Background: an optimization exercise with open tools, aiming at small area. Do not read the settings as production practice. Function was checked by simulation only, so behaviour that the tests miss may differ from the original. Power figures rest on the tool's default switching activity, not on a simulated workload.

`run.sh`:
```
#!/bin/bash
# synth_recipe.tcl (not shown) runs the flow's synth.tcl, then flattens the netlist and writes it again
# the make line also repeats each setting of config.mk as NAME=value (left out here)
make -C /OpenROAD-flow-scripts/flow DESIGN_CONFIG=/design/flow/config.mk WORK_HOME=/design/flow/orfs CLKGATE_MAP_FILE= SYNTH_SCRIPT=/design/flow/synth_recipe.tcl finish
```
`config.mk`:
```
export PLATFORM = sky130hd
export DESIGN_NAME = board
export DESIGN_NICKNAME = board
export VERILOG_FILES = /design/flow/design.v
export SDC_FILE = /design/flow/constraint.sdc
export NUM_CORES = 4
export LEC_CHECK = 0
export ABC_AREA = 1
export CAP_MARGIN = 20
export CORE_MARGIN = 2
export CORE_UTILIZATION = 40
export SLEW_MARGIN = 20
```
`constraint.sdc`:
```
create_clock -name core_clock -period 10.0 [get_ports {clk}]
set_input_delay 2.0000 -clock core_clock [delete_from_list [all_inputs] [get_ports {clk}]]
set_output_delay 2.0000 -clock core_clock [all_outputs]
set_load 0.01 [all_outputs]
```
`design.v`:
```
`timescale 1ns / 1ps
module board(
    input clk,
    input rst,
    input [11:0] passSW,
    input T1btn,
    input T0btn,
    input Cbtn,
    output bnkLED,
    output t1LED,
    output t0LED,
    input counterSW,
    input bankSW,
    input chPASS,
    output a,
    output b,
    output c,
    output d,
    output e,
    output f,
    output g,
    output an0,
    output an1,
    output an2,
    output an3,
    output Wait
    );
  reg n0, n1, nc, T0btn_c, T1btn_c, Cbtn_c;
  reg s0, s1, sc, p0, p1, pc;
  always @(posedge clk or posedge rst)
    if (rst) begin
      n0 <= 1'b0; n1 <= 1'b0; nc <= 1'b0;
      T0btn_c <= 1'b0; T1btn_c <= 1'b0; Cbtn_c <= 1'b0;
    end else begin
      n0 <= T0btn; n1 <= T1btn; nc <= Cbtn;
      T0btn_c <= s0 & ~p0; T1btn_c <= s1 & ~p1; Cbtn_c <= sc & ~pc;
    end
  always @(posedge clk) begin
    s0 <= n0; s1 <= n1; sc <= nc;
    p0 <= s0; p1 <= s1; pc <= sc;
  end
  reg bankLed, T0led, T1led, WaitR, waitswho;
  reg [11:0] passT0, passT1;
  reg [7:0] t0call, t1call, totalCus;
  reg last1, trig;
  assign bnkLED = bankLed;
  assign t0LED = T0led;
  assign t1LED = T1led;
  assign Wait = WaitR;
  wire [2:0] operation = {bankSW, counterSW, chPASS};
  wire [7:0] callingCus = last1 ? t1call : t0call;
  wire [7:0] nextCall = callingCus + 8'd1;
  wire [7:0] waitingCus = totalCus - callingCus;
  wire anyWaiting = (totalCus != callingCus);
  wire readyForClose = (~(T1led | T0led) & ~anyWaiting) | ~bankLed;
  wire notRdyCls = ~readyForClose & bankSW;
  wire eq0 = (passSW == passT0);
  wire eq1 = (passSW == passT1);
  always @(posedge clk or posedge rst)
    if (rst) begin
      t0call <= 8'd0;
      t1call <= 8'd0;
    end else if ((operation == 3'b000) & anyWaiting) begin
      if (T0btn_c & T0led) t0call <= nextCall;
      else if (T1btn_c & T1led) t1call <= nextCall;
    end
  always @(posedge clk)
    if ((operation == 3'b000) & anyWaiting) begin
      if (T0btn_c & T0led) last1 <= 1'b0;
      else if (T1btn_c & T1led) last1 <= 1'b1;
    end
  always @(posedge clk or posedge rst)
    if (rst) begin
      bankLed <= 1'b0;
      T0led <= 1'b0;
      T1led <= 1'b0;
      WaitR <= 1'b0;
      passT0 <= 12'd0;
      passT1 <= 12'd0;
    end else
      case (operation)
        3'b100:
          if (readyForClose) begin
            if (WaitR) begin
              if (waitswho ? (eq1 & T1btn_c) : (eq0 & T0btn_c)) begin
                bankLed <= ~bankLed;
                WaitR <= 1'b0;
              end
            end else if (eq0 & T0btn_c) WaitR <= 1'b1;
            else if (eq1 & T1btn_c) WaitR <= 1'b1;
          end
        3'b010:
          if (eq0 & T0btn_c) T0led <= ~T0led;
          else if (eq1 & T1btn_c) T1led <= ~T1led;
        3'b001:
          if (WaitR) begin
            if (~waitswho & T0btn_c) passT0 <= passSW;
            if (waitswho & T1btn_c) passT1 <= passSW;
          end else if ((eq0 & T0btn_c) | (eq1 & T1btn_c)) WaitR <= 1'b1;
        default: WaitR <= 1'b0;
      endcase
  always @(posedge clk)
    if (~WaitR) begin
      if (operation == 3'b100 & readyForClose) begin
        if (eq0 & T0btn_c) waitswho <= 1'b1;
        else if (eq1 & T1btn_c) waitswho <= 1'b0;
      end else if (operation == 3'b001) begin
        if (eq0 & T0btn_c) waitswho <= 1'b0;
        else if (eq1 & T1btn_c) waitswho <= 1'b1;
      end
    end
  always @(posedge clk) begin
    totalCus <= bankLed ? totalCus + {7'd0, Cbtn_c} : 8'd0;
    trig <= bankLed & Cbtn_c;
  end
  wire queueActive, blinkOff;
  queueTimer qt(.clk(clk), .rst(rst), .trig(trig), .queueActive(queueActive), .blinkOff(blinkOff));
  ssdDrive disp(.clk(clk), .rst(rst), .bankLed(bankLed), .blinkOff(blinkOff),
    .queueActive(queueActive), .notRdyCls(notRdyCls), .totalCus(totalCus),
    .waitingCus(waitingCus), .t0call(t0call), .t1call(t1call),
    .a(a), .b(b), .c(c), .d(d), .e(e), .f(f), .g(g),
    .an0(an0), .an1(an1), .an2(an2), .an3(an3));
endmodule
module queueTimer(clk, rst, trig, queueActive, blinkOff);
  parameter Q = 25000;           
  parameter W = 15;              
  input clk, rst, trig;
  output queueActive, blinkOff;
  reg [W-1:0] B;
  reg [1:0] P, st;
  reg L, cR, qR;
  assign queueActive = cR;
  assign blinkOff = st[0];
  wire bQ = (B == Q);
  wire qsig = qR & bQ;                                      
  wire csig = cR & (P == 2'd3) & (B == (L ? Q - 4 : Q - 3));  
  wire bZ = (B == 0);
  always @(posedge clk or posedge rst)
    if (rst) begin
      st <= 2'd0;
      cR <= 1'b0;
      qR <= 1'b0;
    end else begin
      st <= (st == 2'd3) ? 2'd0 : st + {1'b0, qsig};
      if (csig) cR <= 1'b0;
      else if (trig) cR <= 1'b1;
      if (qsig) qR <= (st != 2'd2);
      else if (trig) qR <= 1'b1;
    end
  always @(posedge clk) begin
    if (trig) begin
      B <= qsig ? {W{1'b0}} : {{(W-1){1'b0}}, 1'b1};
      P <= 2'd0;
      L <= qsig;
    end else if (bQ) begin
      B <= {W{1'b0}};
      P <= P + 2'd1;
    end else if (csig) begin
      B <= {W{1'b0}};
    end else if (bZ) begin
      B <= {{(W-1){1'b0}}, qR | cR};
    end else begin
      B <= B + 1'b1;
    end
  end
endmodule
module ssdDrive(clk, rst, bankLed, blinkOff, queueActive, notRdyCls, totalCus,
  waitingCus, t0call, t1call, a, b, c, d, e, f, g, an0, an1, an2, an3);
  input clk, rst, bankLed, blinkOff, queueActive, notRdyCls;
  input [7:0] totalCus, waitingCus, t0call, t1call;
  output a, b, c, d, e, f, g, an0, an1, an2, an3;
  localparam BL = 5'd31, LL = 5'd17, RR = 5'd20;
  reg [4:0] k;
  reg [3:0] h;       
  reg [4:0] code;
  wire adv = (k == 5'd24);
  wire [3:0] hn = {h[2], h[1], h[0], ~(h[0] | h[1] | h[2])};
  wire [3:0] S = rst ? 4'd0 : (adv ? hn : h);    
  reg [4:0] d0, d1, d2, d3;
  always @(*) begin
    if (!bankLed) begin
      d3 = 5'd12; d2 = LL; d1 = 5'd5; d0 = 5'd13;
    end else if (blinkOff) begin
      d3 = BL; d2 = BL; d1 = BL; d0 = BL;
    end else if (queueActive) begin
      d3 = BL; d2 = BL; d1 = {1'b0, totalCus[7:4]}; d0 = {1'b0, totalCus[3:0]};
    end else if (notRdyCls) begin
      d3 = RR; d2 = 5'd12; d1 = {1'b0, waitingCus[7:4]}; d0 = {1'b0, waitingCus[3:0]};
    end else begin
      d3 = {1'b0, t1call[7:4]}; d2 = {1'b0, t1call[3:0]};
      d1 = {1'b0, t0call[7:4]}; d0 = {1'b0, t0call[3:0]};
    end
  end
  wire [4:0] sel = S[0] ? d0 : S[1] ? d1 : S[2] ? d2 : S[3] ? d3 : BL;
  always @(posedge clk) begin
    k <= rst ? 5'd31 : (adv ? 5'd0 : k + 5'd1);
    h <= S;
    code <= sel;
  end
  assign {an3, an2, an1, an0} = ~h;
  wire [6:0] seg;
  int5bitToHexSSD_bankVer dec(.in(code), .out(seg));
  assign {g, f, e, d, c, b, a} = seg;
endmodule
module int5bitToHexSSD_bankVer(in, out);
  input [4:0] in;
  output reg [6:0] out;
  always @(*)
    case (in)
      5'd0:  out = 7'b0000001;
      5'd1:  out = 7'b1001111;
      5'd2:  out = 7'b0010010;
      5'd3:  out = 7'b0000110;
      5'd4:  out = 7'b1001100;
      5'd5:  out = 7'b0100100;
      5'd6:  out = 7'b0100000;
      5'd7:  out = 7'b0001111;
      5'd8:  out = 7'b0000000;
      5'd9:  out = 7'b0000100;
      5'd10: out = 7'b0001000;
      5'd11: out = 7'b1100000;
      5'd12: out = 7'b0110001;
      5'd13: out = 7'b1000010;
      5'd14: out = 7'b0110000;
      5'd15: out = 7'b0111000;
      5'd17: out = 7'b1110001;
      5'd20: out = 7'b1111010;
      default: out = 7'b1111111;
    endcase
endmodule
```
==> results.sh <==
export IMPL_outcome="timing/DRC/antenna clean"
export IMPL_slew_headroom_pct=36.5
export IMPL_cp_slowest_cell="buf_4"
export IMPL_insertion_delay_ns=0.36
export IMPL_finalInstanceArea_um2=6590
export IMPL_gr_usage_met3_pct=4.51
export IMPL_peakVddDrop_mv=0.0764
export IMPL_fmax_mhz=226
export IMPL_viasPerCell=5.00
export IMPL_most_common_layout_cells="180 x nand2_1, 110 x inv_1, 69 x nor2_1"
export IMPL_dp_hpwl_um=9700
export IMPL_place_inst=977
export IMPL_switching_share_pct=30.0
export IMPL_die_width_um=124
export IMPL_cts_setup_buffers=0
export IMPL_p_leak_nw=3.14
export IMPL_gp_congestion=0.883
export IMPL_finClkSkew_ns=0.00983
export IMPL_grt_start_max_net_pins=55
export IMPL_area_growth_pct=13.7
export IMPL_syn_inst=773
export IMPL_min_period_ns=4.42
export IMPL_stdcell_count=993
export IMPL_reg2reg_to="disp.dec.out[1]$_DFF_P_"
export IMPL_combPwrFrac_pct=18.3
export IMPL_switching_power_mw=0.301
export IMPL_crit_chain="clkdlybuf4s50_1, inv_2, buf_4, nand2_2, o21ai_1, nand2_1, inv_1, nand2_1, nand2_1, nand2_1, nand2_2, nand2_4, ha_1, nand2_1, nand2_1, inv_1, nand2_1, nand3_1, nand2_1"
export IMPL_worstRegToRegCells=23
export IMPL_setup_violations_final=0
export IMPL_synthMuxAreaShare_pct=0
export IMPL_gr_usage_met2_pct=27.1
export IMPL_crit_arrival_ns=4.67
export IMPL_layout_commonest_cell="nand2_1"
export IMPL_num_rows=43
export IMPL_crit_path_end_kind="flip-flop"
export IMPL_ant_nets=0
export IMPL_critPathMaxFanout=54
export IMPL_reg2reg_slack_ns=6.37
export IMPL_ys_types=49
export IMPL_synth_edf_count=3
export IMPL_finalCritPeriodShare_pct=44.2
export IMPL_seqPwrFrac_pct=48.4
export IMPL_crit_type="input port to flip-flop"
export IMPL_hold_start="nc$_DFF_PP0_"
export IMPL_cts_tree="built"
export IMPL_route_detailed_drc=0
export IMPL_hold_slack_ns=0.344
export IMPL_cts_sinks=105
export IMPL_intPower_mw=0.702
export IMPL_port_buffers=34
export IMPL_powerDensity_nw_per_um2=152
export IMPL_root_buffer="clkbuf_16"
export IMPL_ys_seq_area_share_pct=41.4
export IMPL_num_vias=4962
export IMPL_antenna_found_initial=0
export IMPL_synth_ff_type="dfrtp_1"
export IMPL_critPathBufInv=5
export IMPL_min_path_cells=0
export IMPL_synth_compound_area_share_pct=10.6
export IMPL_dr_pass1_iters=5
export IMPL_dp_slack_ns=5.15
export IMPL_dieArea_um2=15500
export IMPL_gr_total_overflow=0
export IMPL_yosysWarnings=4
export IMPL_synth_top_family_by_area="simple AND/OR/NAND/NOR gates"
export IMPL_syn_area_per_cell_um2=7.50
export IMPL_rsz0062_at_grt="no"
export IMPL_nets=848
export IMPL_yosys_area_share_simple_pct=30.6
export IMPL_drive_above_1_share_pct=7.63
export IMPL_syn_num_nets=813
export IMPL_rr_startpoint="last1$_SDFFCE_PP0P_"
export IMPL_cts_buffer_depth=2
export IMPL_ctsResizeCount=0
export IMPL_top_usage_layer="met2"
export IMPL_dieHeight_um=124
export IMPL_start_util_pct=41.3
export IMPL_ctsHoldBuffers=0
export IMPL_critPathMaxStageDelay_ns=0.59
export IMPL_synth_fa_ha_area_share_pct=4.45
export IMPL_drv_cap=0
export IMPL_critPathMostFrequentCell="nand2_1"
export IMPL_first_global_vias=4541
export IMPL_hp_class="flip-flop to flip-flop"
export IMPL_clk_pin_slew_ns=0.07
export IMPL_cp_required_ns=10.25
export IMPL_tns_ns=0
export IMPL_synth_area_um2=5800
export IMPL_ios=35
export IMPL_wl_per_cell_um=12.9
export IMPL_setup_ws_ns=5.58
export IMPL_core_area_um2=14000
export IMPL_numCtsBuffers=9
export IMPL_worstMarginPinSlew_ns=0.952
export IMPL_htreeDepth=3
export IMPL_antenna_cells=0
export IMPL_drtIter0Drc=331
export IMPL_synth_xor_area_share_pct=4.08
export IMPL_ys_ff_latch=105
export IMPL_place_area_um2=6320
export IMPL_met1_usage_pct=23.0
export IMPL_track_usage_pct=17.1
export IMPL_clockPowerShare_pct=33.3
export IMPL_routed_wl_um=12800
export IMPL_synth_async_reset_ratio_pct=51.4
export IMPL_min_to="sc$_DFF_P_"
export IMPL_hold_viol_final=0
export IMPL_crit_family="buffers and inverters"
export IMPL_grt_pass1_wl_um=21700
export IMPL_maxSlewViolCount=0
export IMPL_start_kind="input port"
## how the worst max path moves through the flow
stage	start	endpoint	slack (ns)	cells after the start
6_report	rst	disp.dec.out[1]$_DFF_P_	5.58	19
5_1_grt	rst	disp.dec.out[1]$_DFF_P_	5.23	19
2_1_floorplan	rst	disp.dec.out[3]$_DFF_P_	4.92	17
4_1_cts	rst	disp.dec.out[1]$_DFF_P_	5.53	19
3_3_place_gp	rst	disp.dec.out[1]$_DFF_P_	5.21	19
3_5_place_dp	rst	disp.dec.out[1]$_DFF_P_	5.15	19
## cells by family (layout without fill, tap and decap cells)
| family | after synthesis | after routing |
|---|---|---|
| AOI/OAI and AO/OA | 109 | 109 |
| xor gates and xnor gates | 27 | 27 |
| adders and majority gates | 20 | 20 |
| buffers and inverters | 132 | 172 |
| DFF | 105 | 105 |
| and+or+nand+nor | 380 | 380 |
## area by class of cell
type | count | area (um^2)
inverter | 120 | 453
tap | 180 | 225
multi-input combinational | 536 | 2880
clock buffer | 12 | 246
sequential | 105 | 2400
timing repair buffer | 36 | 355
clock inverter | 4 | 27.5
fill | 1408 | 7450
## layer usage
metal | part of all wire (%) | wire (um)
met1 | 48 | 6220
met5 | 0 | 0
met3 | 5.0 | 641
met2 | 45 | 5800
met4 | 1.4 | 176
## Yosys cell counts (all sizes together), types with 2 or more instances
cell     number  share of area, %
nor2         74               5.1
o211ai        2              0.26
nor3b         5              0.65
xor2         19               2.9
nand4        18               2.2
nand3b        3              0.39
o21ai        67               5.8
buf           3              0.41
o21a          3              0.39
inv         119               7.7
nor3         19               1.7
clkbuf        9              0.58
and3          2              0.22
nand3        50               5.1
dfxtp        48                17
ha           19               4.1
edfxtp        3               1.6
a21oi        28               2.8
xnor2         8               1.2
nand2       194                14
or2           5              0.54
nor4          9              0.97
o2111ai       2              0.30
dfrtp        54                23
## through the flow
stage / utilization [%] / power (mW)
floorplan: - / 0.623
global placement: 45.0 / 0.673
detailed placement: 45.0 / 0.678
CTS: 47.0 / 1.02
global route: 47.0 / 1.07
finish: 47.0 / 1.00
## worst register-to-register path, stage by stage (launching register included)
cell,delay [ns]
edfxtp_1,0.63
inv_2,0.10
or2_2,0.28
o21ai_0,0.15
inv_1,0.16
ha_1,0.32
nand3_1,0.10
nor2_2,0.20
nand3_4,0.13
nand3_4,0.19
inv_1,0.10
nand2_1,0.08
nand3_1,0.07
o21ai_1,0.12
nand2_1,0.09
nand2_2,0.13
nand2_4,0.09
ha_1,0.20
nand2_1,0.10
nand2_1,0.06
inv_1,0.05
nand2_1,0.04
nand3_1,0.07
nand2_1,0.05
## flip-flops by register name (all words and copies together), names as in the netlist, 2 cells and up
| register | flops |
|---|---|
| disp.dec.out | 7 |
| disp.h | 4 |
| disp.k | 5 |
| passT0 | 12 |
| passT1 | 12 |
| qt.B | 15 |
| qt.P | 2 |
| qt.st | 2 |
| t0call | 8 |
| t1call | 8 |
| totalCus | 8 |
## power groups by stage
| stage | sequential (mW) | clock, mW | combinational (mW) |
|---|---|---|---|
| 2_1_floorplan | 0.483 | 0 | 0.140 |
| 3_5_place_dp | 0.495 | 0 | 0.183 |
| 5_1_grt | 0.490 | 0.363 | 0.214 |
| 6_report | 0.486 | 0.334 | 0.183 |
| 3_3_place_gp | 0.494 | 0 | 0.180 |
| 4_1_cts | 0.485 | 0.346 | 0.184 |

re-timing with driven ports:
In the flow no input, the clock included, has a driving cell. The finished layout below was timed again as built, in two steps. Step 1 sets driving cells, clkbuf_16 on the clock port and buf_2 on the other inputs (assumed; they add their load-dependent delay and slew). Step 2 adds t to the input delays and takes it off the output delays; t is the mean of the earliest and latest rising clock arrival at the registers after step 1. Input paths then give back, and output paths get back, about the clock's delay inside the block. Three values: no drivers, after step 1, after step 2; two values: the first two.
t, ns: 0.394
slack for setup (ns): 5.575 / 5.579 / 5.185
pins driven straight from the clock port: 1
After both steps this run still meets setup and hold. For this run, drivers alone change the setup slack by +0.004 ns; drivers and shift together by -0.390 ns.
